What follows belongs to an exercise in optimizing a design on an open flow for small area; a production flow would make more cautious choices.
The RTL was checked by simulation tests, not by an equivalence proof against the original design.

==> flow/design.v (outline; a module is shown in full before it is edited, if it fits) <==
// module algorithm_core: 755 lines
// module algorithm_top: 21 lines
module algorithm_top (
  input  logic            clk,
  input  logic            rst_n,
  input  logic            s_axis_valid,
  output logic            s_axis_ready,
  input  logic signed [DATA_WIDTH*2-1:0] s_axis_data,  
  output logic            m_axis_valid,
  input  logic            m_axis_ready,
  output logic signed [OUTPUT_WIDTH*2-1:0] m_axis_data
);
  // ...
==> flow/run.sh <==
#!/bin/bash
# synth_recipe.tcl (not shown) runs the flow's synth.tcl, then flattens the netlist and writes it again
# the make line also repeats each setting of config.mk as NAME=value (left out here)
make -C /OpenROAD-flow-scripts/flow DESIGN_CONFIG=/design/flow/config.mk WORK_HOME=/design/flow/orfs CLKGATE_MAP_FILE= SYNTH_SCRIPT=/design/flow/synth_recipe.tcl finish
==> flow/config.mk <==
export PLATFORM = sky130hd
export DESIGN_NAME = algorithm_top
export DESIGN_NICKNAME = algorithm_top
export VERILOG_FILES = /design/flow/design.v
export SDC_FILE = /design/flow/constraint.sdc
export NUM_CORES = 4
export LEC_CHECK = 0
export CAP_MARGIN = 20
export CORE_MARGIN = 2
export CORE_UTILIZATION = 40
export CTS_BUF_LIST = sky130_fd_sc_hd__clkbuf_4 sky130_fd_sc_hd__clkbuf_8
export SLEW_MARGIN = 20
==> flow/constraint.sdc <==
create_clock -name core_clock -period 11.0 [get_ports {clk}]
set_input_delay 2.2000 -clock core_clock [delete_from_list [all_inputs] [get_ports {clk}]]
set_output_delay 2.2000 -clock core_clock [all_outputs]
set_load 0.01 [all_outputs]
==> impl_metrics.yaml, run 1 <==
run_status:
  outcome: "finished clean"
drt:
  drtIter0Drc: 2302
  drtPass1Iterations: 8
timing:
  relSlewSlack: 0.404
  drv_slew: 0
yosys:
  yosysTopAreaCellShare: 0.528
  synth_cell_types: 74
  synth_edf_count: 512
layout:
  layout-drive-gt1-share: 0.140
  clkbuf_count: 105
  nets: 2830
  layout_common_cells: "edfxtp_1, inv_1, nand2_1"
  multi_input_area_share: 0.366
  seq_cells: 522
  seq_share: 0.468
  multi_input_cells: 1447
global_routing:
  grt_max_degree: 61
  grtUsageMet3: 0.0320
  grt_usage: 0.242
setup_path:
  reg2reg_slack_ps: 8020
  worst_path_max_delay_cell: "clkdlybuf4s50_1"
  critPathLaunchType: "flip-flop"
min_path:
  hold_depth: 1
  min_from: "core_i.wr_ptr[4]"
place:
  post-place-ws_ps: 311
floorplanning:
  die_w_um: 274
==> inputs of run 2 (changes only) <==
--- a/flow/config.mk
+++ b/flow/config.mk
@@ -7,6 +7,6 @@
 export LEC_CHECK = 0
-export CAP_MARGIN = 20
+export CAP_MARGIN = 10
 export CORE_MARGIN = 2
-export CORE_UTILIZATION = 40
+export CORE_UTILIZATION = 65
 export CTS_BUF_LIST = sky130_fd_sc_hd__clkbuf_4 sky130_fd_sc_hd__clkbuf_8
-export SLEW_MARGIN = 20
+export SLEW_MARGIN = 10
==> run 2 against run 1 <==
Effect of this change:
- register-to-register slack worse by 110 ps
- still clean on timing, DRC and antenna
- critical endpoint is now m_axis_data[15]
==> impl_metrics.yaml, run 2 <==
global_routing:
  grt_first_pass_wirelength_um: 127000
  grt_usage: 0.371
  grt_pass1_vias: 20823
  grt_max_degree: 65
  grt_overflow: 0
  antenna_found_initial: 2
layout:
  seqCellArea_sq_um: 15600
  stdcell_area_sq_um: 32900
  multi_input_area_sq_um: 12300
  layout_commonest_cell: "edfxtp_1"
  area_growth_pct: 13.0
  nets: 2816
  largest_reg_flops: 512
  layout_common_cells: "edfxtp_1, inv_1, nand2_1"
  layout-drive-gt1-share: 0.138
  fillers: 2886
drt:
  met2_length_um: 41700
  drt-met1-wl_um: 30500
  wl_um: 85800
  final_antenna_net_count: 0
  drtIter0Drc: 2213
  drcViolationCount: 0
  dr.max_layer_used: "met4"
  num_vias: 20938
  route.met3.wl_um: 9220
  viasPerCell: 6.62
  wire_per_inst_um: 27.1
  drtPass1Iterations: 8
setup_path:
  reg2reg_slack_ps: 7910
  worstPathMaxFanout: 13
  critPathLaunchType: "flip-flop"
  worst_path_max_delay_cell: "fa_1"
  arrival_ps: 8590
  cp.buffers_inverters: 9
  max_stage_delay_ps: 560
  worstSetupPathType: "flip-flop to output port"
  critical-path-top-delay-family: "adder cells"
  endpoint_kind: "output port"
  crit_required_ps: 8800
  crit_top_cell: "fa_1"
yosys:
  netlist_area_sq_um: 29100
  synth_edf_count: 512
  synth_cell_types: 74
  synth_largest_area_cell: "edfxtp_1"
  syn_avg_cell_area_sq_um: 12.4
  synth-async-reset-ratio: 0.0192
  yosys.cell_count.top_type: "edfxtp_1"
  ys_top_cells_by_count: "edfxtp_1, inv_1, nand2_1"
  yosysTopAreaCellShare: 0.528
  synthCells: 2349
  yosysWarnings: 1
  synth_nets: 2655
  seq_area_frac_synth: 0.536
  synth-main-ff-cell: "edfxtp_1"
  synth_area_leaders: "edfxtp_1, fa_1, a22oi_1"
  ys_ff_latch: 522
run:
  max-cap-violations: 0
timing:
  setup_ws_ps: 209
  tns_ps: 0
  hold_viol_final: 0
  min_period_ps: 10790
  skew_ps: 32.1
  relSlewSlack: 0.248
  worst_pin_slew_ps: 1130
  max_freq_mhz: 92.7
  period_share: 0.981
  drv_slew: 0
  finalSetupViolations: 0
clock_tree:
  clockBufferDepth: 3
  numCtsBuffers: 75
  clk_pin_slew_ps: 80
  clock-sinks: 522
  cts-hold-fix-buffers: 0
  htree_levels: 3
  cts_tree: "built"
  clock-root-buffer: "clkbuf_8"
  clkLatencyLatePin_ps: 630
run_status:
  outcome: "finished clean"
floorplanning:
  top_level_ports: 74
  dieArea_sq_um: 46500
  die_h_um: 216
  coreArea_sq_um: 44200
  row_count: 77
  start_util: 0.659
  die_w_um: 216
place:
  place.gp.congestion: 0.993
  post_dp_cell_area_sq_um: 31000
  post-place-ws_ps: 229
  portBuffers: 73
  dp_hpwl_um: 56100
min_path:
  holdCritPathClass: "flip-flop to flip-flop"
[run 2: cell counts after synthesis]
No cell type changed its count.
[run 2: layout make-up]
cell class                 instances  share of cell area
clock inverter                    42             0.00722
multi-input combinational       1448               0.372
tap                              592              0.0225
clock buffer                      92              0.0352
antenna                            2            0.000152
timing repair buffer             209              0.0582
sequential                       522               0.475
inverter                         254              0.0295
[run 2: cell families after synthesis]
group / synth area share
DFF: 0.536
AOI/OAI and AO/OA: 0.139
muxes: 0.00258
adders and majority gates: 0.163
and+or+nand+nor: 0.0926
buffers and inverters: 0.0535
xor gates and xnor gates: 0.0123
[run 2: worst register-to-register path, cell delays in order (launching register included)]
cell      delay, ps
dfrtp_4         570
clkbuf_8        220
xor2_1          180
nor4_1          520
nand2b_1        160
and2_1          280
and3_1          240
and2_2          190
buf_4           330
[run 2: per-stage QoR]
stage / util / std cells / hold WS (ps)
after detailed placement: 0.701 / 2994 / 483
final: 0.744 / 3161 / 499
after CTS: 0.734 / 3129 / 502
after global routing: 0.744 / 3160 / 521
after global placement: 0.701 / 2994 / 475
after floorplan: - / 2349 / 462
[run 2: routing by layer]
| metal | track usage | vias up |
|---|---|---|
| met2 | 0.608 | 1389 |
| met1 | 0.479 | 10351 |
| li1 | - | 8915 |
| met5 | 0 | - |
| met3 | 0.0698 | 283 |
| met4 | 0.185 | 0 |
[run 2: final timing paths]
path,cells past startpoint,end,startpoint
max,30,m_axis_data[15],core_i.rd_ptr[0]
min,1,core_i.wr_ptr[4],core_i.wr_ptr[4]
max reg2reg,8,core_i.mem[15][17],core_i.rd_ptr[3]
min reg2reg,1,core_i.wr_ptr[4],core_i.wr_ptr[4]
max in group asynchronous,1,core_i.rd_ptr[3],rst_n
min in group asynchronous,1,core_i.wr_ptr[2],rst_n
[run 2: what timing repair did]
item | 4_1_cts | 5_1_grt
resized for setup | 17 | 58
cloned | 0 | 1
endpoints found under the setup margin | 34 | 35
pin swaps | 1 | 15
buffers inserted | 1 | 29

==> port drivers added, routing unchanged <==
Ports are ideal in the flow. The routed layouts listed here were re-timed in OpenROAD.
Step 1, drivers: a clkbuf_16 drives clk and a buf_2 each remaining input, both assumed.
Step 2 times the ports against the registers' clock, not the clock port: input delays grow and output delays shrink by t, the midpoint of the rising clock arrivals with the driver on.
Three values: ideal, step 1, step 2; two values: the first two.
run	shift t [ns]	slack for setup (ns)	hold slack, ns	clock arrival spread, ns	pins driven straight from the clock port
run 1	0.668	0.321 / 0.272 / 0.940	0.487 / 0.487 / 0.487	0.046 / 0.045	1
run 2	0.665	0.209 / 0.158 / 0.823	0.499 / 0.499 / 0.499	0.033 / 0.033	1
After both steps every run listed still meets setup and hold.
